This design comes from an exercise in tuning for small area on the open sky130 flow, not from production work. Where RTL was checked, it was by simulation tests only, not by an equivalence proof against the original. The RTL of run 2 was laid out without a check of its function. No driver is modelled on the clock port, so clocking that relies on it looks cheaper here than on a real chip.

==> flow/flow/run.sh <==
#!/bin/bash
# Layout flow: the standard ORFS flow (standard.sh) with these changes:
#  - Yosys's generic synthesis runs without its intermediate ABC pass (SYNTH_ARGS=-noabc),
#    so the adder tree written in the RTL reaches full-adder extraction as written;
#    registers, their names and cell types are those of the standard synthesis;
#  - the final ABC technology mapping uses an area-oriented script (flow/abc_area.script),
#    through a copy of ORFS's scripts folder that differs only in that file;
#  - after clock-tree synthesis, flow/post_cts.tcl delays the clock of the output register
#    (useful skew for the register-to-register paths into it), then runs the CTS step's
#    timing repair, which ORFS is told to skip (SKIP_CTS_REPAIR_TIMING=1);
#  - every input and output port still gets its own buffer, but the smallest one
#    (sky130_fd_sc_hd__buf_1); the resizer may still resize it.
# Each ORFS step writes its own log under orfs/logs/; make's output goes to make.log here.
set -euo pipefail
rm -rf scripts_local
cp -r "$FLOW_HOME/scripts" scripts_local
cp flow/abc_area.script scripts_local/abc_area.script
bash standard.sh SYNTH_ARGS=-noabc SCRIPTS_DIR="$PWD/scripts_local" SKIP_CTS_REPAIR_TIMING=1 \
  POST_CTS_TCL="$PWD/flow/post_cts.tcl" "BUFFER_PORTS_ARGS=-buffer_cell sky130_fd_sc_hd__buf_1" \
  "SKEW_CELLS=sky130_fd_sc_hd__clkdlybuf4s50_1 sky130_fd_sc_hd__clkdlybuf4s50_1 sky130_fd_sc_hd__clkbuf_8" finish > make.log 2>&1
==> flow/constraint.sdc <==
create_clock -name core_clock -period 5.0 [get_ports {clk}]
set_input_delay 1.0000 -clock core_clock [delete_from_list [all_inputs] [get_ports {clk}]]
set_output_delay 1.0000 -clock core_clock [all_outputs]
set_load 0.01 [all_outputs]
==> flow/flow/post_cts.tcl <==
# Runs at the end of ORFS's CTS step (POST_CTS_TCL), which is told to skip its own timing
# repair (SKIP_CTS_REPAIR_TIMING=1); this script does that repair after the change below.
#
# Useful skew for the register-to-register paths into the output register acc (IFout):
# acc's clock pins are moved from the clock tree's leaf nets to one net that a delay cell
# and a clock buffer drive from the leaf net of acc[0]. Every path into acc comes from
# another register of the design; acc's outputs go only to the output ports, whose
# timing this makes harder, not easier. Inputs reach no acc data pin combinationally.
set block [ord::get_db_block]
set db [ord::get_db]
set accs {}
foreach inst [$block getInsts] {
  if {[string range [$inst getName] 0 3] eq "acc\\" && [$inst findITerm CLK] ne "NULL"} {
    lappend accs $inst
  }
}
puts "skew: [llength $accs] acc registers"
set first [lindex $accs 0]
set leaf [[$first findITerm CLK] getNet]
set sx 0; set sy 0
foreach inst $accs {
  lassign [$inst getLocation] x y
  set sx [expr {$sx + $x}]; set sy [expr {$sy + $y}]
}
set cx [expr {int($sx / [llength $accs])}]
set cy [expr {int($sy / [llength $accs])}]
set prev $leaf
set i 0
foreach cell $::env(SKEW_CELLS) {
  set master [$db findMaster $cell]
  set buf [odb::dbInst_create $block $master "skew_buf_$i"]
  set net [odb::dbNet_create $block "skew_net_$i"]
  $net setSigType CLOCK
  [$buf findITerm A] connect $prev
  [$buf findITerm X] connect $net
  $buf setLocation $cx $cy
  $buf setPlacementStatus PLACED
  set prev $net
  incr i
}
foreach inst $accs {
  set it [$inst findITerm CLK]
  $it disconnect
  $it connect $prev
}
set_propagated_clock [all_clocks]
estimate_parasitics -placement
set result [catch { detailed_placement } msg]
if { $result != 0 } { error "Detailed placement failed after skew: $msg" }
estimate_parasitics -placement
report_checks -path_delay max -group_path_count 1 -format end
repair_timing_helper
set result [catch { detailed_placement } msg]
if { $result != 0 } { error "Detailed placement failed after repair: $msg" }
check_placement -verbose
report_design_area
==> flow/flow/abc_area.script <==
strash
dch -f
amap
topo
dnsize -c
==> flow/standard.sh <==
#!/bin/bash
# synth_recipe.tcl (not shown) runs the flow's synth.tcl, then flattens the netlist and writes it again
# the make line also repeats each setting of config.mk as NAME=value (left out here)
make -C /OpenROAD-flow-scripts/flow DESIGN_CONFIG=/design/flow/config.mk WORK_HOME=/design/flow/orfs CLKGATE_MAP_FILE= SYNTH_SCRIPT=/design/flow/synth_recipe.tcl "${@:-finish}"
==> flow/config.mk <==
export PLATFORM = sky130hd
export DESIGN_NAME = QAM
export DESIGN_NICKNAME = QAM
export VERILOG_FILES = /design/flow/design.v
export SDC_FILE = /design/flow/constraint.sdc
export NUM_CORES = 4
export LEC_CHECK = 0
export ABC_AREA = 1
export CAP_MARGIN = 20
export CORE_MARGIN = 2
export CORE_UTILIZATION = 40
export CTS_BUF_LIST = sky130_fd_sc_hd__clkbuf_8
export GPL_TIMING_DRIVEN = 0
export SLEW_MARGIN = 20
==> flow/design.v <==
`timescale 1ns/10ps
module QAM(clk, rst, en, Din, IFout);
input clk, rst, en;
input Din;
output reg signed [17:0] IFout;
reg ce2;           
reg sm_ctrl;       
reg swap;          
reg [1:0] spc;     
reg sm_i, sm_q;    
reg [3:0] usi;     
reg [3:0] cnt;     
reg [8:0] sym_i, sym_q;  
reg [1:0] mix_cnt;
reg [15:0] acc;    
wire en0 = en & ce2;
wire en1 = sm_ctrl & ce2;
wire en2 = usi[3];
wire [1:0] sw = usi[1:0];
wire load = en2 & (sw == 2'd0);
wire neg = ~mix_cnt[1];                         
wire [8:0] s = mix_cnt[0] ? sym_i : sym_q;      
wire [8:0] x = s ^ {9{neg}};
wire [8:0] v;      
assign v[0] = cnt > 4'd0;
assign v[1] = cnt > 4'd1;
assign v[2] = cnt > 4'd2;
assign v[3] = cnt > 4'd3;
assign v[4] = cnt > 4'd4;
assign v[5] = cnt > 4'd5;
assign v[6] = cnt > 4'd6;
assign v[7] = cnt > 4'd7;
assign v[8] = cnt > 4'd8;
wire [15:0] t0;    
reg [15:0] kz0;
always @(*) begin
  case (sw)
    2'd0: kz0 = 16'd74;
    2'd1: kz0 = 16'd0;
    2'd2: kz0 = 16'd0;
    2'd3: kz0 = 16'd168;
  endcase
end
reg [15:0] kxp0;
always @(*) begin
  case (sw)
    2'd0: kxp0 = 16'd148;
    2'd1: kxp0 = 16'd0;
    2'd2: kxp0 = 16'd0;
    2'd3: kxp0 = 16'd336;
  endcase
end
assign t0 = ({16{~v[0]}} & kz0) | ({16{v[0] & x[0]}} & kxp0);
wire [15:0] t1;    
reg [15:0] kz1;
always @(*) begin
  case (sw)
    2'd0: kz1 = 16'd276;
    2'd1: kz1 = 16'd185;
    2'd2: kz1 = 16'd267;
    2'd3: kz1 = 16'd36;
  endcase
end
reg [15:0] kxp1;
always @(*) begin
  case (sw)
    2'd0: kxp1 = 16'd552;
    2'd1: kxp1 = 16'd0;
    2'd2: kxp1 = 16'd0;
    2'd3: kxp1 = 16'd0;
  endcase
end
reg [15:0] kxn1;
always @(*) begin
  case (sw)
    2'd0: kxn1 = 16'd0;
    2'd1: kxn1 = 16'd370;
    2'd2: kxn1 = 16'd534;
    2'd3: kxn1 = 16'd72;
  endcase
end
assign t1 = ({16{~v[1]}} & kz1) | ({16{v[1] & x[1]}} & kxp1) | ({16{v[1] & ~x[1]}} & kxn1);
wire [15:0] t2;    
reg [15:0] kz2;
always @(*) begin
  case (sw)
    2'd0: kz2 = 16'd238;
    2'd1: kz2 = 16'd233;
    2'd2: kz2 = 16'd278;
    2'd3: kz2 = 16'd713;
  endcase
end
reg [15:0] kxp2;
always @(*) begin
  case (sw)
    2'd0: kxp2 = 16'd0;
    2'd1: kxp2 = 16'd466;
    2'd2: kxp2 = 16'd0;
    2'd3: kxp2 = 16'd0;
  endcase
end
reg [15:0] kxn2;
always @(*) begin
  case (sw)
    2'd0: kxn2 = 16'd476;
    2'd1: kxn2 = 16'd0;
    2'd2: kxn2 = 16'd556;
    2'd3: kxn2 = 16'd1426;
  endcase
end
assign t2 = ({16{~v[2]}} & kz2) | ({16{v[2] & x[2]}} & kxp2) | ({16{v[2] & ~x[2]}} & kxn2);
wire [15:0] t3;    
reg [15:0] kz3;
always @(*) begin
  case (sw)
    2'd0: kz3 = 16'd2598;
    2'd1: kz3 = 16'd1262;
    2'd2: kz3 = 16'd2592;
    2'd3: kz3 = 16'd1730;
  endcase
end
reg [15:0] kxp3;
always @(*) begin
  case (sw)
    2'd0: kxp3 = 16'd0;
    2'd1: kxp3 = 16'd2524;
    2'd2: kxp3 = 16'd5184;
    2'd3: kxp3 = 16'd3460;
  endcase
end
reg [15:0] kxn3;
always @(*) begin
  case (sw)
    2'd0: kxn3 = 16'd5196;
    2'd1: kxn3 = 16'd0;
    2'd2: kxn3 = 16'd0;
    2'd3: kxn3 = 16'd0;
  endcase
end
assign t3 = ({16{~v[3]}} & kz3) | ({16{v[3] & x[3]}} & kxp3) | ({16{v[3] & ~x[3]}} & kxn3);
wire [15:0] t4;    
reg [15:0] kz4;
always @(*) begin
  case (sw)
    2'd0: kz4 = 16'd15958;
    2'd1: kz4 = 16'd9499;
    2'd2: kz4 = 16'd15958;
    2'd3: kz4 = 16'd18584;
  endcase
end
reg [15:0] kxn4;
always @(*) begin
  case (sw)
    2'd0: kxn4 = 16'd31916;
    2'd1: kxn4 = 16'd18998;
    2'd2: kxn4 = 16'd31916;
    2'd3: kxn4 = 16'd37168;
  endcase
end
assign t4 = ({16{~v[4]}} & kz4) | ({16{v[4] & ~x[4]}} & kxn4);
wire [15:0] t5;    
reg [15:0] kz5;
always @(*) begin
  case (sw)
    2'd0: kz5 = 16'd2592;
    2'd1: kz5 = 16'd9499;
    2'd2: kz5 = 16'd2598;
    2'd3: kz5 = 16'd1730;
  endcase
end
reg [15:0] kxp5;
always @(*) begin
  case (sw)
    2'd0: kxp5 = 16'd5184;
    2'd1: kxp5 = 16'd0;
    2'd2: kxp5 = 16'd0;
    2'd3: kxp5 = 16'd3460;
  endcase
end
reg [15:0] kxn5;
always @(*) begin
  case (sw)
    2'd0: kxn5 = 16'd0;
    2'd1: kxn5 = 16'd18998;
    2'd2: kxn5 = 16'd5196;
    2'd3: kxn5 = 16'd0;
  endcase
end
assign t5 = ({16{~v[5]}} & kz5) | ({16{v[5] & x[5]}} & kxp5) | ({16{v[5] & ~x[5]}} & kxn5);
wire [15:0] t6;    
reg [15:0] kz6;
always @(*) begin
  case (sw)
    2'd0: kz6 = 16'd278;
    2'd1: kz6 = 16'd1262;
    2'd2: kz6 = 16'd238;
    2'd3: kz6 = 16'd713;
  endcase
end
reg [15:0] kxp6;
always @(*) begin
  case (sw)
    2'd0: kxp6 = 16'd0;
    2'd1: kxp6 = 16'd2524;
    2'd2: kxp6 = 16'd0;
    2'd3: kxp6 = 16'd0;
  endcase
end
reg [15:0] kxn6;
always @(*) begin
  case (sw)
    2'd0: kxn6 = 16'd556;
    2'd1: kxn6 = 16'd0;
    2'd2: kxn6 = 16'd476;
    2'd3: kxn6 = 16'd1426;
  endcase
end
assign t6 = ({16{~v[6]}} & kz6) | ({16{v[6] & x[6]}} & kxp6) | ({16{v[6] & ~x[6]}} & kxn6);
wire [15:0] t7;    
reg [15:0] kz7;
always @(*) begin
  case (sw)
    2'd0: kz7 = 16'd267;
    2'd1: kz7 = 16'd233;
    2'd2: kz7 = 16'd276;
    2'd3: kz7 = 16'd36;
  endcase
end
reg [15:0] kxp7;
always @(*) begin
  case (sw)
    2'd0: kxp7 = 16'd0;
    2'd1: kxp7 = 16'd466;
    2'd2: kxp7 = 16'd552;
    2'd3: kxp7 = 16'd0;
  endcase
end
reg [15:0] kxn7;
always @(*) begin
  case (sw)
    2'd0: kxn7 = 16'd534;
    2'd1: kxn7 = 16'd0;
    2'd2: kxn7 = 16'd0;
    2'd3: kxn7 = 16'd72;
  endcase
end
assign t7 = ({16{~v[7]}} & kz7) | ({16{v[7] & x[7]}} & kxp7) | ({16{v[7] & ~x[7]}} & kxn7);
reg [15:0] t8;    
always @(*) begin
  case ({sw, x[8], v[8]})
    4'd0: t8 = 16'd43255;
    4'd1: t8 = 16'd43255;
    4'd2: t8 = 16'd43255;
    4'd3: t8 = 16'd43255;
    4'd4: t8 = 16'd43363;
    4'd5: t8 = 16'd43548;
    4'd6: t8 = 16'd43363;
    4'd7: t8 = 16'd43178;
    4'd8: t8 = 16'd43329;
    4'd9: t8 = 16'd43255;
    4'd10: t8 = 16'd43329;
    4'd11: t8 = 16'd43403;
    4'd12: t8 = 16'd41826;
    4'd13: t8 = 16'd41658;
    4'd14: t8 = 16'd41826;
    4'd15: t8 = 16'd41994;
  endcase
end
wire fs1 = t1[0] ^ t2[0] ^ t4[0];
wire fc2 = (t1[0] & t2[0]) | (t1[0] & t4[0]) | (t2[0] & t4[0]);
wire fs3 = t0[1] ^ t1[1] ^ t2[1];
wire fc4 = (t0[1] & t1[1]) | (t0[1] & t2[1]) | (t1[1] & t2[1]);
wire fs5 = t3[1] ^ t4[1] ^ t5[1];
wire fc6 = (t3[1] & t4[1]) | (t3[1] & t5[1]) | (t4[1] & t5[1]);
wire fs7 = t0[2] ^ t1[2] ^ t2[2];
wire fc8 = (t0[2] & t1[2]) | (t0[2] & t2[2]) | (t1[2] & t2[2]);
wire fs9 = t3[2] ^ t4[2] ^ t5[2];
wire fc10 = (t3[2] & t4[2]) | (t3[2] & t5[2]) | (t4[2] & t5[2]);
wire fs11 = t6[2] ^ t7[2] ^ t8[2];
wire fc12 = (t6[2] & t7[2]) | (t6[2] & t8[2]) | (t7[2] & t8[2]);
wire fs13 = t0[3] ^ t1[3] ^ t2[3];
wire fc14 = (t0[3] & t1[3]) | (t0[3] & t2[3]) | (t1[3] & t2[3]);
wire fs15 = t3[3] ^ t4[3] ^ t5[3];
wire fc16 = (t3[3] & t4[3]) | (t3[3] & t5[3]) | (t4[3] & t5[3]);
wire fs17 = t6[3] ^ t7[3] ^ t8[3];
wire fc18 = (t6[3] & t7[3]) | (t6[3] & t8[3]) | (t7[3] & t8[3]);
wire fs19 = t0[4] ^ t1[4] ^ t2[4];
wire fc20 = (t0[4] & t1[4]) | (t0[4] & t2[4]) | (t1[4] & t2[4]);
wire fs21 = t3[4] ^ t4[4] ^ t5[4];
wire fc22 = (t3[4] & t4[4]) | (t3[4] & t5[4]) | (t4[4] & t5[4]);
wire fs23 = t6[4] ^ t7[4] ^ t8[4];
wire fc24 = (t6[4] & t7[4]) | (t6[4] & t8[4]) | (t7[4] & t8[4]);
wire fs25 = t0[5] ^ t1[5] ^ t2[5];
wire fc26 = (t0[5] & t1[5]) | (t0[5] & t2[5]) | (t1[5] & t2[5]);
wire fs27 = t3[5] ^ t4[5] ^ t5[5];
wire fc28 = (t3[5] & t4[5]) | (t3[5] & t5[5]) | (t4[5] & t5[5]);
wire fs29 = t6[5] ^ t7[5] ^ t8[5];
wire fc30 = (t6[5] & t7[5]) | (t6[5] & t8[5]) | (t7[5] & t8[5]);
wire fs31 = t0[6] ^ t1[6] ^ t2[6];
wire fc32 = (t0[6] & t1[6]) | (t0[6] & t2[6]) | (t1[6] & t2[6]);
wire fs33 = t3[6] ^ t4[6] ^ t5[6];
wire fc34 = (t3[6] & t4[6]) | (t3[6] & t5[6]) | (t4[6] & t5[6]);
wire fs35 = t6[6] ^ t7[6] ^ t8[6];
wire fc36 = (t6[6] & t7[6]) | (t6[6] & t8[6]) | (t7[6] & t8[6]);
wire fs37 = t0[7] ^ t1[7] ^ t2[7];
wire fc38 = (t0[7] & t1[7]) | (t0[7] & t2[7]) | (t1[7] & t2[7]);
wire fs39 = t3[7] ^ t4[7] ^ t5[7];
wire fc40 = (t3[7] & t4[7]) | (t3[7] & t5[7]) | (t4[7] & t5[7]);
wire fs41 = t6[7] ^ t7[7] ^ t8[7];
wire fc42 = (t6[7] & t7[7]) | (t6[7] & t8[7]) | (t7[7] & t8[7]);
wire fs43 = t0[8] ^ t1[8] ^ t2[8];
wire fc44 = (t0[8] & t1[8]) | (t0[8] & t2[8]) | (t1[8] & t2[8]);
wire fs45 = t3[8] ^ t4[8] ^ t5[8];
wire fc46 = (t3[8] & t4[8]) | (t3[8] & t5[8]) | (t4[8] & t5[8]);
wire fs47 = t6[8] ^ t7[8] ^ t8[8];
wire fc48 = (t6[8] & t7[8]) | (t6[8] & t8[8]) | (t7[8] & t8[8]);
wire fs49 = t1[9] ^ t2[9] ^ t3[9];
wire fc50 = (t1[9] & t2[9]) | (t1[9] & t3[9]) | (t2[9] & t3[9]);
wire fs51 = t4[9] ^ t5[9] ^ t6[9];
wire fc52 = (t4[9] & t5[9]) | (t4[9] & t6[9]) | (t5[9] & t6[9]);
wire hs53 = t7[9] ^ t8[9];
wire hc54 = t7[9] & t8[9];
wire fs55 = t2[10] ^ t3[10] ^ t4[10];
wire fc56 = (t2[10] & t3[10]) | (t2[10] & t4[10]) | (t3[10] & t4[10]);
wire fs57 = t5[10] ^ t6[10] ^ t8[10];
wire fc58 = (t5[10] & t6[10]) | (t5[10] & t8[10]) | (t6[10] & t8[10]);
wire fs59 = t3[11] ^ t4[11] ^ t5[11];
wire fc60 = (t3[11] & t4[11]) | (t3[11] & t5[11]) | (t4[11] & t5[11]);
wire fs61 = fs1 ^ t5[0] ^ t6[0];
wire fc62 = (fs1 & t5[0]) | (fs1 & t6[0]) | (t5[0] & t6[0]);
wire fs63 = fc2 ^ fs3 ^ fs5;
wire fc64 = (fc2 & fs3) | (fc2 & fs5) | (fs3 & fs5);
wire fs65 = t6[1] ^ t7[1] ^ t8[1];
wire fc66 = (t6[1] & t7[1]) | (t6[1] & t8[1]) | (t7[1] & t8[1]);
wire fs67 = fc4 ^ fc6 ^ fs7;
wire fc68 = (fc4 & fc6) | (fc4 & fs7) | (fc6 & fs7);
wire hs69 = fs9 ^ fs11;
wire hc70 = fs9 & fs11;
wire fs71 = fc8 ^ fc10 ^ fc12;
wire fc72 = (fc8 & fc10) | (fc8 & fc12) | (fc10 & fc12);
wire fs73 = fs13 ^ fs15 ^ fs17;
wire fc74 = (fs13 & fs15) | (fs13 & fs17) | (fs15 & fs17);
wire fs75 = fc14 ^ fc16 ^ fc18;
wire fc76 = (fc14 & fc16) | (fc14 & fc18) | (fc16 & fc18);
wire fs77 = fs19 ^ fs21 ^ fs23;
wire fc78 = (fs19 & fs21) | (fs19 & fs23) | (fs21 & fs23);
wire fs79 = fc20 ^ fc22 ^ fc24;
wire fc80 = (fc20 & fc22) | (fc20 & fc24) | (fc22 & fc24);
wire fs81 = fs25 ^ fs27 ^ fs29;
wire fc82 = (fs25 & fs27) | (fs25 & fs29) | (fs27 & fs29);
wire fs83 = fc26 ^ fc28 ^ fc30;
wire fc84 = (fc26 & fc28) | (fc26 & fc30) | (fc28 & fc30);
wire fs85 = fs31 ^ fs33 ^ fs35;
wire fc86 = (fs31 & fs33) | (fs31 & fs35) | (fs33 & fs35);
wire fs87 = fc32 ^ fc34 ^ fc36;
wire fc88 = (fc32 & fc34) | (fc32 & fc36) | (fc34 & fc36);
wire fs89 = fs37 ^ fs39 ^ fs41;
wire fc90 = (fs37 & fs39) | (fs37 & fs41) | (fs39 & fs41);
wire fs91 = fc38 ^ fc40 ^ fc42;
wire fc92 = (fc38 & fc40) | (fc38 & fc42) | (fc40 & fc42);
wire fs93 = fs43 ^ fs45 ^ fs47;
wire fc94 = (fs43 & fs45) | (fs43 & fs47) | (fs45 & fs47);
wire fs95 = fc44 ^ fc46 ^ fc48;
wire fc96 = (fc44 & fc46) | (fc44 & fc48) | (fc46 & fc48);
wire fs97 = fs49 ^ fs51 ^ hs53;
wire fc98 = (fs49 & fs51) | (fs49 & hs53) | (fs51 & hs53);
wire fs99 = fc50 ^ fc52 ^ hc54;
wire fc100 = (fc50 & fc52) | (fc50 & hc54) | (fc52 & hc54);
wire hs101 = fs55 ^ fs57;
wire hc102 = fs55 & fs57;
wire fs103 = fc56 ^ fc58 ^ fs59;
wire fc104 = (fc56 & fc58) | (fc56 & fs59) | (fc58 & fs59);
wire hs105 = t6[11] ^ t8[11];
wire hc106 = t6[11] & t8[11];
wire fs107 = fc60 ^ t3[12] ^ t4[12];
wire fc108 = (fc60 & t3[12]) | (fc60 & t4[12]) | (t3[12] & t4[12]);
wire fs109 = fc64 ^ fc66 ^ fs67;
wire fc110 = (fc64 & fc66) | (fc64 & fs67) | (fc66 & fs67);
wire fs111 = fc68 ^ hc70 ^ fs71;
wire fc112 = (fc68 & hc70) | (fc68 & fs71) | (hc70 & fs71);
wire fs113 = fc72 ^ fc74 ^ fs75;
wire fc114 = (fc72 & fc74) | (fc72 & fs75) | (fc74 & fs75);
wire fs115 = fc76 ^ fc78 ^ fs79;
wire fc116 = (fc76 & fc78) | (fc76 & fs79) | (fc78 & fs79);
wire fs117 = fc80 ^ fc82 ^ fs83;
wire fc118 = (fc80 & fc82) | (fc80 & fs83) | (fc82 & fs83);
wire fs119 = fc84 ^ fc86 ^ fs87;
wire fc120 = (fc84 & fc86) | (fc84 & fs87) | (fc86 & fs87);
wire fs121 = fc88 ^ fc90 ^ fs91;
wire fc122 = (fc88 & fc90) | (fc88 & fs91) | (fc90 & fs91);
wire fs123 = fc92 ^ fc94 ^ fs95;
wire fc124 = (fc92 & fc94) | (fc92 & fs95) | (fc94 & fs95);
wire fs125 = fc96 ^ fc98 ^ fs99;
wire fc126 = (fc96 & fc98) | (fc96 & fs99) | (fc98 & fs99);
wire fs127 = fc100 ^ hc102 ^ fs103;
wire fc128 = (fc100 & hc102) | (fc100 & fs103) | (hc102 & fs103);
wire fs129 = fc104 ^ hc106 ^ fs107;
wire fc130 = (fc104 & hc106) | (fc104 & fs107) | (hc106 & fs107);
wire fs131 = fc108 ^ t4[13] ^ t5[13];
wire fc132 = (fc108 & t4[13]) | (fc108 & t5[13]) | (t4[13] & t5[13]);
wire fs133 = fs61 ^ t7[0] ^ t8[0];
wire fc134 = (fs61 & t7[0]) | (fs61 & t8[0]) | (t7[0] & t8[0]);
wire fs135 = fc62 ^ fs63 ^ fs65;
wire fc136 = (fc62 & fs63) | (fc62 & fs65) | (fs63 & fs65);
wire hs137 = fs109 ^ hs69;
wire hc138 = fs109 & hs69;
wire fs139 = fc110 ^ fs111 ^ fs73;
wire fc140 = (fc110 & fs111) | (fc110 & fs73) | (fs111 & fs73);
wire fs141 = fc112 ^ fs113 ^ fs77;
wire fc142 = (fc112 & fs113) | (fc112 & fs77) | (fs113 & fs77);
wire fs143 = fc114 ^ fs115 ^ fs81;
wire fc144 = (fc114 & fs115) | (fc114 & fs81) | (fs115 & fs81);
wire fs145 = fc116 ^ fs117 ^ fs85;
wire fc146 = (fc116 & fs117) | (fc116 & fs85) | (fs117 & fs85);
wire fs147 = fc118 ^ fs119 ^ fs89;
wire fc148 = (fc118 & fs119) | (fc118 & fs89) | (fs119 & fs89);
wire fs149 = fc120 ^ fs121 ^ fs93;
wire fc150 = (fc120 & fs121) | (fc120 & fs93) | (fs121 & fs93);
wire fs151 = fc122 ^ fs123 ^ fs97;
wire fc152 = (fc122 & fs123) | (fc122 & fs97) | (fs123 & fs97);
wire fs153 = fc124 ^ fs125 ^ hs101;
wire fc154 = (fc124 & fs125) | (fc124 & hs101) | (fs125 & hs101);
wire fs155 = fc126 ^ fs127 ^ hs105;
wire fc156 = (fc126 & fs127) | (fc126 & hs105) | (fs127 & hs105);
wire fs157 = fc128 ^ fs129 ^ t5[12];
wire fc158 = (fc128 & fs129) | (fc128 & t5[12]) | (fs129 & t5[12]);
wire fs159 = fc130 ^ fs131 ^ 1'b1;
wire fc160 = (fc130 & fs131) | (fc130 & 1'b1) | (fs131 & 1'b1);
wire fs161 = fc132 ^ t4[14] ^ t5[14];
wire fc162 = (fc132 & t4[14]) | (fc132 & t5[14]) | (t4[14] & t5[14]);
wire hs163 = t4[15] ^ 1'b1;
wire [15:0] cpa_a = {fc162, fc160, fc158, fc156, fc154, fc152, fc150, fc148, fc146, fc144, fc142, fc140, hc138, fc136, fc134, fs133};
wire [15:0] cpa_b = {hs163, fs161, fs159, fs157, fs155, fs153, fs151, fs149, fs147, fs145, fs143, fs141, fs139, hs137, fs135, 1'b0};
wire [15:0] cpa_s = cpa_a + cpa_b;
wire [15:0] nxt = {cpa_s[15], cpa_s[14], cpa_s[13], cpa_s[12], cpa_s[11], cpa_s[10], cpa_s[9], cpa_s[8], cpa_s[7], cpa_s[6], cpa_s[5], cpa_s[4], cpa_s[3], cpa_s[2], cpa_s[1], cpa_s[0]};
always @(posedge clk or posedge rst) begin
	if (rst) begin
		ce2 <= 1'b0; sm_ctrl <= 1'b0; swap <= 1'b0; spc <= 2'd0;
		sm_i <= 1'b0; sm_q <= 1'b0;
		usi <= 4'd0; cnt <= 4'd0; sym_i <= 9'd0; sym_q <= 9'd0;
		mix_cnt <= 2'd0; acc <= 16'd0;
	end
	else begin
		ce2 <= ~ce2;
		if (ce2) sm_ctrl <= ~sm_ctrl;
		if (en0) begin
			swap <= ~swap;
			if (!swap) spc[0] <= Din;
			else spc <= {spc[0], Din};
		end
		if (en1) begin
			sm_i <= spc[1];
			sm_q <= spc[0];
		end
		if (!usi[3]) begin
			if (en) usi <= usi + 4'd1;
		end
		else usi[1:0] <= usi[1:0] + 2'd1;
		if (load) begin
			sym_i <= {sym_i[7:0], sm_i};
			sym_q <= {sym_q[7:0], sm_q};
			if (cnt != 4'd9) cnt <= cnt + 4'd1;
		end
		if (en) mix_cnt <= mix_cnt + 2'd1;
		acc <= nxt;
	end
end
always @(*) IFout = {acc[15], acc[15], acc};
endmodule
==> results of run 1 <==
## worst min-delay path: stages, from the launching register on
cell     delay (ns)
dfrtp_2        0.53
nor2_1         0.42
fa_1           0.24
## through the flow
| step | setup WS (ns) | instances | instance area (um^2) | hold slack, ns |
|---|---|---|---|---|
| after floorplan | -0.0352 | 516 | 5020 | 0.440 |
| final | 0.302 | 722 | 5550 | 0.0573 |
| after global placement | -1.50 | 705 | 5310 | 0.451 |
| after global routing | 0.0374 | 722 | 5550 | 0.0708 |
| after detailed placement | -1.48 | 706 | 5330 | 0.463 |
## logic make-up (layout without fill, tap and decap cells)
kind of cell    after synthesis  count (layout)  share of synthesized area
compound gates              172             172                      0.212
simple gates                134             134                      0.109
buf+inv                      50              88                     0.0389
fa+ha+maj                   109             109                      0.386
flops                        51              51                      0.255
## Yosys cell counts (all sizes together)
master / count / area (um^2)
a211o: 1 / 8.76
a211oi: 1 / 7.51
a21o: 3 / 22.5
a21oi: 31 / 155
a31o: 1 / 8.76
a31oi: 3 / 18.8
a32o: 1 / 10.0
and3: 1 / 6.26
buf: 2 / 15.0
clkinv: 48 / 180
dfrtp: 51 / 1280
fa: 76 / 1520
ha: 33 / 413
nand2: 40 / 150
nand3: 2 / 10.0
nand4: 1 / 6.26
nor2: 71 / 267
nor2b: 1 / 6.26
nor3: 11 / 55.1
o211ai: 2 / 15.0
o21a: 4 / 30.0
o21ai: 60 / 300
o21bai: 3 / 22.5
o221ai: 4 / 35.0
o22a: 20 / 175
o22ai: 31 / 194
o31ai: 4 / 30.0
o32a: 2 / 20.0
o32ai: 1 / 8.76
or2: 6 / 37.5
or3: 1 / 6.26
## layout make-up, clock buffers not listed
class	count	area [um^2]	area share
plain buffers	5	48.8	0.00879
repair buffers	27	144	0.0259
well taps	168	210	0.0379
multi-input cells	415	3580	0.645
inverters	48	193	0.0347
flip-flops and latches	51	1280	0.230
clock inverters	3	27.5	0.00496
## layer usage
metal | vias to the layer above | wire, um | GRT usage
li1 | 1885 | - | -
met3 | 36 | 912 | 0.0424
met2 | 163 | 5700 | 0.313
met5 | - | 0 | 0
met4 | 0 | 481 | 0.0833
met1 | 2003 | 6220 | 0.318
## layout by cell type (no fill, tap or decap), types with 3 or more instances in the layout
master,n
clkinvlp_4,4
ha_1,31
o31ai_1,4
nor2_1,69
o22a_1,20
dlygate4sd3_1,3
clkinv_1,43
a21oi_1,31
or2_0,6
a31oi_1,3
a21o_1,3
o21ai_0,57
buf_1,21
o22ai_1,31
o21a_1,4
clkbuf_8,6
o221ai_1,3
nor3_1,10
o21bai_1,3
o21ai_2,3
nand2_1,40
fa_1,76
buf_4,4
dfrtp_1,49
## path summary, 6_finish.rpt
path                               startpoint                     end  slack [ns]  cells after the start
min reg2reg                cnt[3]$_DFFE_PP0P_        acc[0]$_DFF_PP0_        0.06                      2
min                        cnt[3]$_DFFE_PP0P_        acc[0]$_DFF_PP0_        0.06                      2
max                        cnt[2]$_DFFE_PP0P_       acc[15]$_DFF_PP0_        0.30                     16
max in group asynchronous                 rst  mix_cnt[0]$_DFFE_PP0P_        2.79                      5
min in group asynchronous                 rst        acc[0]$_DFF_PP0_        0.53                      4
max reg2reg                cnt[2]$_DFFE_PP0P_       acc[15]$_DFF_PP0_        0.30                     16
## sequential cells by signal, indices dropped and copies added (netlist names)
| register | count |
|---|---|
| mix_cnt | 2 |
| sm_i | 1 |
| sm_q | 1 |
| acc | 16 |
| spc | 2 |
| sym_q | 9 |
| ce2 | 1 |
| usi | 4 |
| sm_ctrl | 1 |
| cnt | 4 |
| sym_i | 9 |
| swap | 1 |
==> summary.md, run 1 <==
| Metric | Value |
|---|---|
| Vias per cell | ~5.7 |
| Post-DP HPWL | around 11,000 um |
| Largest net degree at the start of global routing | 36 |
| CP cell instances | clkinv_1 -> o21ai_2 -> o221ai_2 -> or3_1 -> o21ai_0 -> fa_1 -> fa_1 -> fa_1 -> fa_1 -> ha_1 -> a21o_1 -> a31oi_1 -> o21ai_0 -> nand2_1 -> o221ai_1 -> o21ai_0 |
| Syn nets | 629 |
| Vias in the first global route | between 3k and 4k |
| Final-layout fill cell count | 1,183 |
| I/O Buffers | 21 |
| Max-capacitance violation count | 0 |
| Drt total wl | 13,300 um |
| Total clock sinks | 51 |
| Gr ovfl total | 0 |
| Critical path arrival | 6.08 ns |
| Antenna Violating Nets Remaining | 0 |
| Worst-Skew Late Latency | around 1.5 ns |
| CP max FO | 11 |
| Util after Layout | 0.458 |
| Worst Setup End Kind | register |
| CP max-delay cell | o21ai_2 |
| Critical path launch point type | register |
| Drt first pass iters | 5 |
| Kind of cell adding the most delay to the critical path | compound AO/OA/AOI/OAI gates |
| Status | timing/DRC/antenna clean |
| Worst slew margin | 0.524 |
| Mapped Cells | 516 |
| First-pass GRT wire length | 21,700 um |
| Buffers and inverters on the worst path | 1 |
| Starting Density | 0.414 |
| Most common cell on crit path | fa_1 |
| Num ports | 22 |
| WL/cell | 18.4 um |
| Area delta synth->final | 10.8% |
| WP data required | about 6.4 ns |
| Violation count after the first detailed-route iteration | 319 |
| Die W | 116 um |
| Via count | between 4k and 5k |
| DR DRC count | 0 |
| Setup TNS | 0 ns |
| Critical path's largest stage delay | about 0.60 ns |
| Avg Cell Area, Syn | between 9 and 10 um^2 |
| Clock slew at reported path FFs | 0.11 ns |
| Clk_skew | roughly 1.2 ns |
| Flops & latches, synth | 51 |
| Global Route Usage Sum | 0.215 |
| Number of distinct library cells after synthesis | 31 |
| Layout cells sized above 1 | 0.0560 |
| Total die area | 13,400 um^2 |
| Final Hold Fails | 0 |
| Min Tclk post-route | about 4.7 ns |
| Register area share after synthesis | 0.255 |
| Worst-Margin Slew | just over 0.7 ns |
| HP Class | register to register |
| Cell area after synthesis | 5010 um^2 |
| Final #Nets | 666 |
| N_diodes | 0 |
| WS Path Type | register to register |
| Initial antenna violation count | 0 |
| Fmax | between 0.2 and 0.25 GHz |
| # setup viols final | 0 |
| Unrepaired setup endpoints after global routing | false |
| Pins over their slew limit | 0 |
| FP Rows | 40 |
| Synth warn | 1 |
| CTS tree | built |
| Gpl congestion | approximately 0.98 |
| Final Cycle Share | 0.940 |
| Core Region | around 12,000 um^2 |
| Die height | between 100 and 150 um |
==> inputs of run 2 (changes only) <==
--- a/flow/design.v
+++ b/flow/design.v
@@ -430,8 +430,100 @@
 wire fc162 = (fc132 & t4[14]) | (fc132 & t5[14]) | (t4[14] & t5[14]);
 wire hs163 = t4[15] ^ 1'b1;
-wire [15:0] cpa_a = {fc162, fc160, fc158, fc156, fc154, fc152, fc150, fc148, fc146, fc144, fc142, fc140, hc138, fc136, fc134, fs133};
-wire [15:0] cpa_b = {hs163, fs161, fs159, fs157, fs155, fs153, fs151, fs149, fs147, fs145, fs143, fs141, fs139, hs137, fs135, 1'b0};
-wire [15:0] cpa_s = cpa_a + cpa_b;
-wire [15:0] nxt = {cpa_s[15], cpa_s[14], cpa_s[13], cpa_s[12], cpa_s[11], cpa_s[10], cpa_s[9], cpa_s[8], cpa_s[7], cpa_s[6], cpa_s[5], cpa_s[4], cpa_s[3], cpa_s[2], cpa_s[1], cpa_s[0]};
+wire pp164 = fc134 ^ fs135;
+wire pg165 = fc134 & fs135;
+wire pp166 = fc136 ^ hs137;
+wire pg167 = fc136 & hs137;
+wire pp168 = hc138 ^ fs139;
+wire pg169 = hc138 & fs139;
+wire pp170 = fc140 ^ fs141;
+wire pg171 = fc140 & fs141;
+wire pp172 = fc142 ^ fs143;
+wire pg173 = fc142 & fs143;
+wire pp174 = fc144 ^ fs145;
+wire pg175 = fc144 & fs145;
+wire pp176 = fc146 ^ fs147;
+wire pg177 = fc146 & fs147;
+wire pp178 = fc148 ^ fs149;
+wire pg179 = fc148 & fs149;
+wire pp180 = fc150 ^ fs151;
+wire pg181 = fc150 & fs151;
+wire pp182 = fc152 ^ fs153;
+wire pg183 = fc152 & fs153;
+wire pp184 = fc154 ^ fs155;
+wire pg185 = fc154 & fs155;
+wire pp186 = fc156 ^ fs157;
+wire pg187 = fc156 & fs157;
+wire pp188 = fc158 ^ fs159;
+wire pg189 = fc158 & fs159;
+wire pp190 = fc160 ^ fs161;
+wire pg191 = fc160 & fs161;
+wire pp192 = fc162 ^ hs163;
+wire pg193 = fc162 & hs163;
+wire cp194 = (pp164 & fs133);
+wire cg195 = (pg169 | (pp168 & pg167));
+wire cp196 = (pp168 & pp166);
+wire cg197 = (pg173 | (pp172 & pg171));
+wire cp198 = (pp172 & pp170);
+wire cg199 = (pg177 | (pp176 & pg175));
+wire cp200 = (pp176 & pp174);
+wire cg201 = (pg181 | (pp180 & pg179));
+wire cp202 = (pp180 & pp178);
+wire cg203 = (pg185 | (pp184 & pg183));
+wire cp204 = (pp184 & pp182);
+wire cg205 = (pg189 | (pp188 & pg187));
+wire cp206 = (pp188 & pp186);
+wire cg207 = (pg193 | (pp192 & pg191));
+wire cp208 = (pp192 & pp190);
+wire cg209 = (cg195 | (cp196 & pg165));
+wire cp210 = (cp196 & cp194);
+wire cg211 = (cg199 | (cp200 & cg197));
+wire cp212 = (cp200 & cp198);
+wire cg213 = (cg203 | (cp204 & cg201));
+wire cp214 = (cp204 & cp202);
+wire cg215 = (cg207 | (cp208 & cg205));
+wire cp216 = (cp208 & cp206);
+wire cg217 = (cg211 | (cp212 & cg209));
+wire cp218 = (cp212 & cp210);
+wire cg219 = (cg215 | (cp216 & cg213));
+wire cp220 = (cp216 & cp214);
+wire cg221 = (cg219 | (cp220 & cg217));
+wire cp222 = (cp220 & cp218);
+wire cg223 = (cg213 | (cp214 & cg217));
+wire cp224 = (cp214 & cp218);
+wire cg225 = (cg197 | (cp198 & cg209));
+wire cp226 = (cp198 & cp210);
+wire cg227 = (cg201 | (cp202 & cg217));
+wire cp228 = (cp202 & cp218);
+wire cg229 = (cg205 | (cp206 & cg223));
+wire cp230 = (cp206 & cp224);
+wire cg231 = (pg167 | (pp166 & pg165));
+wire cp232 = (pp166 & cp194);
+wire cg233 = (pg171 | (pp170 & cg209));
+wire cp234 = (pp170 & cp210);
+wire cg235 = (pg175 | (pp174 & cg225));
+wire cp236 = (pp174 & cp226);
+wire cg237 = (pg179 | (pp178 & cg217));
+wire cp238 = (pp178 & cp218);
+wire cg239 = (pg183 | (pp182 & cg227));
+wire cp240 = (pp182 & cp228);
+wire cg241 = (pg187 | (pp186 & cg223));
+wire cp242 = (pp186 & cp224);
+wire cg243 = (pg191 | (pp190 & cg229));
+wire cp244 = (pp190 & cp230);
+wire sum245 = pp166 ^ pg165;
+wire sum246 = pp168 ^ cg231;
+wire sum247 = pp170 ^ cg209;
+wire sum248 = pp172 ^ cg233;
+wire sum249 = pp174 ^ cg225;
+wire sum250 = pp176 ^ cg235;
+wire sum251 = pp178 ^ cg217;
+wire sum252 = pp180 ^ cg237;
+wire sum253 = pp182 ^ cg227;
+wire sum254 = pp184 ^ cg239;
+wire sum255 = pp186 ^ cg223;
+wire sum256 = pp188 ^ cg241;
+wire sum257 = pp190 ^ cg229;
+wire sum258 = pp192 ^ cg243;
+wire [15:0] nxt = {sum258, sum257, sum256, sum255, sum254, sum253, sum252, sum251, sum250, sum249, sum248, sum247, sum246, sum245, pp164, fs133};
 always @(posedge clk or posedge rst) begin
 	if (rst) begin
==> flow/flow/run.sh (replaced) <==
#!/bin/bash
# Layout flow: the standard ORFS flow (standard.sh), with Yosys's generic synthesis run
# without its intermediate ABC pass (SYNTH_ARGS=-noabc), so that the adder tree written in
# the RTL reaches full-adder extraction as written. Registers, their names and cell types
# are those of the standard synthesis. Each ORFS step writes its own log under
# orfs/logs/; make's own output goes to make.log in this folder.
set -euo pipefail
bash standard.sh SYNTH_ARGS=-noabc finish > make.log 2>&1
--- a/flow/config.mk
+++ b/flow/config.mk
@@ -10,5 +10,4 @@
 export CORE_MARGIN = 2
 export CORE_UTILIZATION = 40
-export CTS_BUF_LIST = sky130_fd_sc_hd__clkbuf_8
 export GPL_TIMING_DRIVEN = 0
 export SLEW_MARGIN = 20
removed: flow/flow/abc_area.script
removed: flow/flow/post_cts.tcl
==> run 2 against run 1 <==
  * The layout now fails its checks (negative setup slack)
  * Synthesized cell count up 15%
  * Sequential cell count unchanged
  * Die area up 6.8%
  * Sequential share of layout area down 4.8 points
  * Hold slack better by 0.42 ns
  * Cell count up 18%
  * Largest cell class unchanged
  * Highest routed layer unchanged
==> summary.md, run 2 <==
| Metric | Value |
|---|---|
| Status | finished with violations |
| Layout Check Fails | negative setup slack |
| Area delta synth->final | 31.0% |
| Final #Nets | 791 (+19%) |
| Final-layout fill cell count | 1,197 (+1.2%) |
| Fmax | 0.191 GHz (-10%) |
| Drt total wl | 16,400 um (+23%) |
| Worst-Margin Slew | 0.667 ns (-0.0444 ns) |
| First-pass GRT wire length | 26,700 um (+23%) |
| Min Tclk post-route | 5.23 ns (+0.529 ns) |
| EDFF count, synth | 0 (unchanged) |
| Global Route Usage Sum | 0.249 (+0.0338) |
| Critical path launch point type | register |
| Pins over their slew limit | 0 (unchanged) |
| Antenna Violating Nets Remaining | 0 (unchanged) |
| Worst Setup EP | acc[15]$_DFF_PP0_ |
| CP startpoint | usi[1]$_DFFE_PP0P_ |
| Total die area | 14,400 um^2 (+6.8%) |
| Hold_ws | 0.475 ns (+0.418 ns) |
| Placed cell count | 791 (+12%) |
| Max-capacitance violation count | 0 (unchanged) |
| Core Region | 13,200 um^2 (+8.9%) |
| Drt first pass iters | 5 (unchanged) |
| Worst-Skew Late Latency | 0.32 ns (-1.18 ns) |
| TritonCTS Buffers | 5 |
| Avg Cell Area, Syn | 9.02 um^2 (-7.2%) |
| DR DRC count | 0 (unchanged) |
| Total area of sequential cells | 1280 um^2 (+0.29%) |
| Simple-Gate Fraction of Synth Area | 0.193 (+0.0845) |
| RR Startpoint | usi[1]$_DFFE_PP0P_ |
| Reg-to-reg endpoint | acc[15]$_DFF_PP0_ |
| Mapped Cells | 595 (+15%) |
| Register area share after synthesis | 0.238 (-0.0168) |
| Ys async rst share | 1.00 (unchanged) |
| Post-synthesis mux area share | 0 (unchanged) |
| Yosys top cell area share | 0.306 (+0.00235) |
| Most frequent cells after synthesis | nand2_1 (134), fa_1 (82), inv_1 (71) |
| Synth area leaders | fa_1 (31%), dfrtp_1 (24%), nand2_1 (9.4%), ha_1 (7.5%), inv_1 (5.0%) |
| Clk Tree Root Cell | clkbuf_16 |
| Flop-to-flop setup slack | -0.23 ns (-0.53 ns) |
| Yosys top cell by area | fa_1 |
| Compound-Gate Fraction of Synth Area | 0.0830 (-0.129) |
| Largest register FFs | 16 (unchanged) |
| Num ports | 22 (unchanged) |
| Xor/xnor share of the synthesized area | 0.0343 (+0.0343) |
| CTS H-Tree Depth | 2 |
| Violation count after the first detailed-route iteration | 275 (-14%) |
| Critical path arrival | 5.43 ns (-0.65 ns) |
| Gr ovfl total | 0 (unchanged) |
| Clk_skew | 0.0118 ns (-1.17 ns) |
| Number of distinct library cells after synthesis | 33 (+6.5%) |
| Vias per cell | 5.17 (-8.7%) |
| Syn nets | 713 (+13%) |
| CP max FO | 7 (-4) |
| Via count | 4,391 (+7.4%) |
| I/O Buffers | 20 (-4.8%) |
| N_diodes | 0 (unchanged) |
| Largest net degree at the start of global routing | 52 (+44%) |
| Final Non-Filler Cells | 850 (+18%) |
| Initial antenna violation count | 0 (unchanged) |
| WL/cell | 19.3 um (+4.9%) |
| Die height | 120 um (+3.4%) |
| CTS tree | built |
| Final Hold Fails | 0 (unchanged) |
| Flops & latches, synth | 51 (unchanged) |
| Worst Reg-to-Reg Cells | 26 (+10) |
| Most common cell after layout, fill and taps aside | nand2_1 |
| Most flops, register | acc |
| # setup viols final | 3 (+3) |
| WP data required | 5.21 ns (-1.18 ns) |
| Largest regs | acc (16), sym_i (9), sym_q (9) |
| Unrepaired setup endpoints after global routing | true |
| Largest family of logic cells by synthesized area | adder cells |
| Post-DP HPWL | 12,600 um (+19%) |
| Most common cell in the netlist | nand2_1 |
| Layout cells sized above 1 | 0.343 (+0.287) |
| Synth warn | 1 (unchanged) |
| Worst Setup End Kind | register |
| HP Class | register to register |
| Gpl congestion | 0.995 (+1.1%) |
| Maximum clock insertion buffer count | 2 |
| Die W | 120 um (+3.4%) |
| Setup ws final | -0.227 ns (-0.529 ns) |
| FP Rows | 42 (+5.0%) |
| Prevailing post-synth register cell | dfrtp_1 |
| Worst slew margin | 0.555 (+0.0308) |
| Clock slew at reported path FFs | 0.09 ns (-0.02 ns) |
| Vias in the first global route | 4,724 (+19%) |
| Starting Density | 0.407 (-0.00699) |
| Post-Synth Adder-Cell Area | 0.381 (-0.00541) |
| Final Cycle Share | 1.05 (+0.106) |
| Placement Setup Slack | -1.21 ns (+0.264 ns) |
| Cell area after synthesis | 5370 um^2 (+7.1%) |
| Multi-input gate area | 4300 um^2 (+20%) |
| WS Path Type | register to register |
| Most frequent cells in the layout | nand2_1 (112), inv_1 (53), fa_1 (52), buf_4 (49), dfrtp_1 (46) |
| Total clock sinks | 51 (unchanged) |
## run 2: changes by cell type after synthesis, sizes merged, moves of 9 or more
cell    delta
inv       +76
o22a      -20
a21oi     -14
xor2      +18
nor2      -29
clkinv    -48
nand2     +98
nand3     +51
o21ai      -9
o22ai     -31
## run 2: how the worst min path moves through the flow
stage | end | cells past startpoint | slack (ns) | from
finish | sm_ctrl$_DFFE_PP0P_ | 1 | 0.48 | sm_ctrl$_DFFE_PP0P_
global route | swap$_DFFE_PP0P_ | 1 | 0.49 | swap$_DFFE_PP0P_
CTS | sm_ctrl$_DFFE_PP0P_ | 1 | 0.48 | sm_ctrl$_DFFE_PP0P_
detailed placement | sm_ctrl$_DFFE_PP0P_ | 1 | 0.46 | sm_ctrl$_DFFE_PP0P_
global placement | sm_ctrl$_DFFE_PP0P_ | 1 | 0.46 | sm_ctrl$_DFFE_PP0P_
floorplan | sm_ctrl$_DFFE_PP0P_ | 1 | 0.44 | sm_ctrl$_DFFE_PP0P_
## run 2: area by class of cell
cell class	count	share of cell area
buffer	15	0.0173
clock buffer	5	0.0178
clock inverter	3	0.00356
inverter	76	0.0441
multi-input combinational	452	0.612
sequential	51	0.182
tap	176	0.0313
timing repair buffer	72	0.0913
## run 2: metal layers
layer  wire length, um  up-vias  global-route usage
met2              7610      154               0.391
met1              7160     2162               0.339
met3              1110       36              0.0504
li1                  -     2039                   -
met4               564        0               0.100
met5                 0        -                   0
## run 2: stage by stage
step	cell area [um^2]	setup TNS (ns)	utilization
2_1_floorplan	5390	0	-
4_1_cts	6770	-0.255	0.513
3_3_place_gp	5810	-6.04	0.440
3_5_place_dp	5810	-5.90	0.440
5_1_grt	7030	-1.04	0.533
6_report	7030	-0.238	0.533
## run 2: logic make-up (layout without fill, tap and decap cells)
kind of cell / Yosys count / after routing
compound gates: 77 / 77
simple gates: 240 / 240
xor+xnor: 21 / 21
buf+inv: 92 / 171
flops: 51 / 51
fa+ha+maj: 114 / 114
## run 2: worst max-delay path, stage by stage, from the launching register on
cell and delay, ns:
dfrtp_2 0.40, clkinvlp_4 0.14, ha_4 0.19, buf_8 0.13, nor2_4 0.16, clkinvlp_4 0.16
buf_6 0.16, nand2_4 0.07, nand2_4 0.05, fa_2 0.45, fa_2 0.41, fa_1 0.51
fa_1 0.58, ha_1 0.24, nand2_2 0.08, inv_2 0.04, a21oi_2 0.14, nand2_2 0.11
nand2_2 0.09, nand2_4 0.05, nand2_2 0.05, nand2_2 0.05, fa_2 0.35, xnor2_2 0.19
nand4_1 0.13, nand2_2 0.13, inv_1 0.04
## run 2: timing repair
action,4_1_cts,5_1_grt
setup buffers,38,11
pin swaps,52,37
endpoints found under the setup margin,12,8
hold buffers,0,0
gates resized for setup,143,34
gates cloned,1,2

==> port drivers added, routing unchanged <==
How much do the figures lean on ideal ports? The routed layouts below were timed once more, with nothing changed but the port constraints. Step 1: set_driving_cell puts a clkbuf_16 on clk and a buf_2 on each other input, an assumption about the parent block. Step 2, shift: input delay + t, output delay - t, t = (earliest + latest rising clock arrival at the registers) / 2. This alone moves slack from input paths to output paths. Slacks: ideal ports / drivers / drivers and shift; pairs: ideal ports / drivers.
| run | shift t [ns] | slack for setup (ns) | latest minus earliest clock arrival (ns) | worst data-port slew with drivers (ns) |
|---|---|---|---|---|
| run 1 | 0.942 | 0.302 / 0.302 / 0.302 | 1.180 / 1.181 | 0.03 |
| run 2 | 0.355 | -0.227 / -0.227 / -0.227 | 0.012 / 0.012 | 0.03 |
In run 1 the clock reaches the registers at very different times; t lies between them, and the last value is a rough guide only.
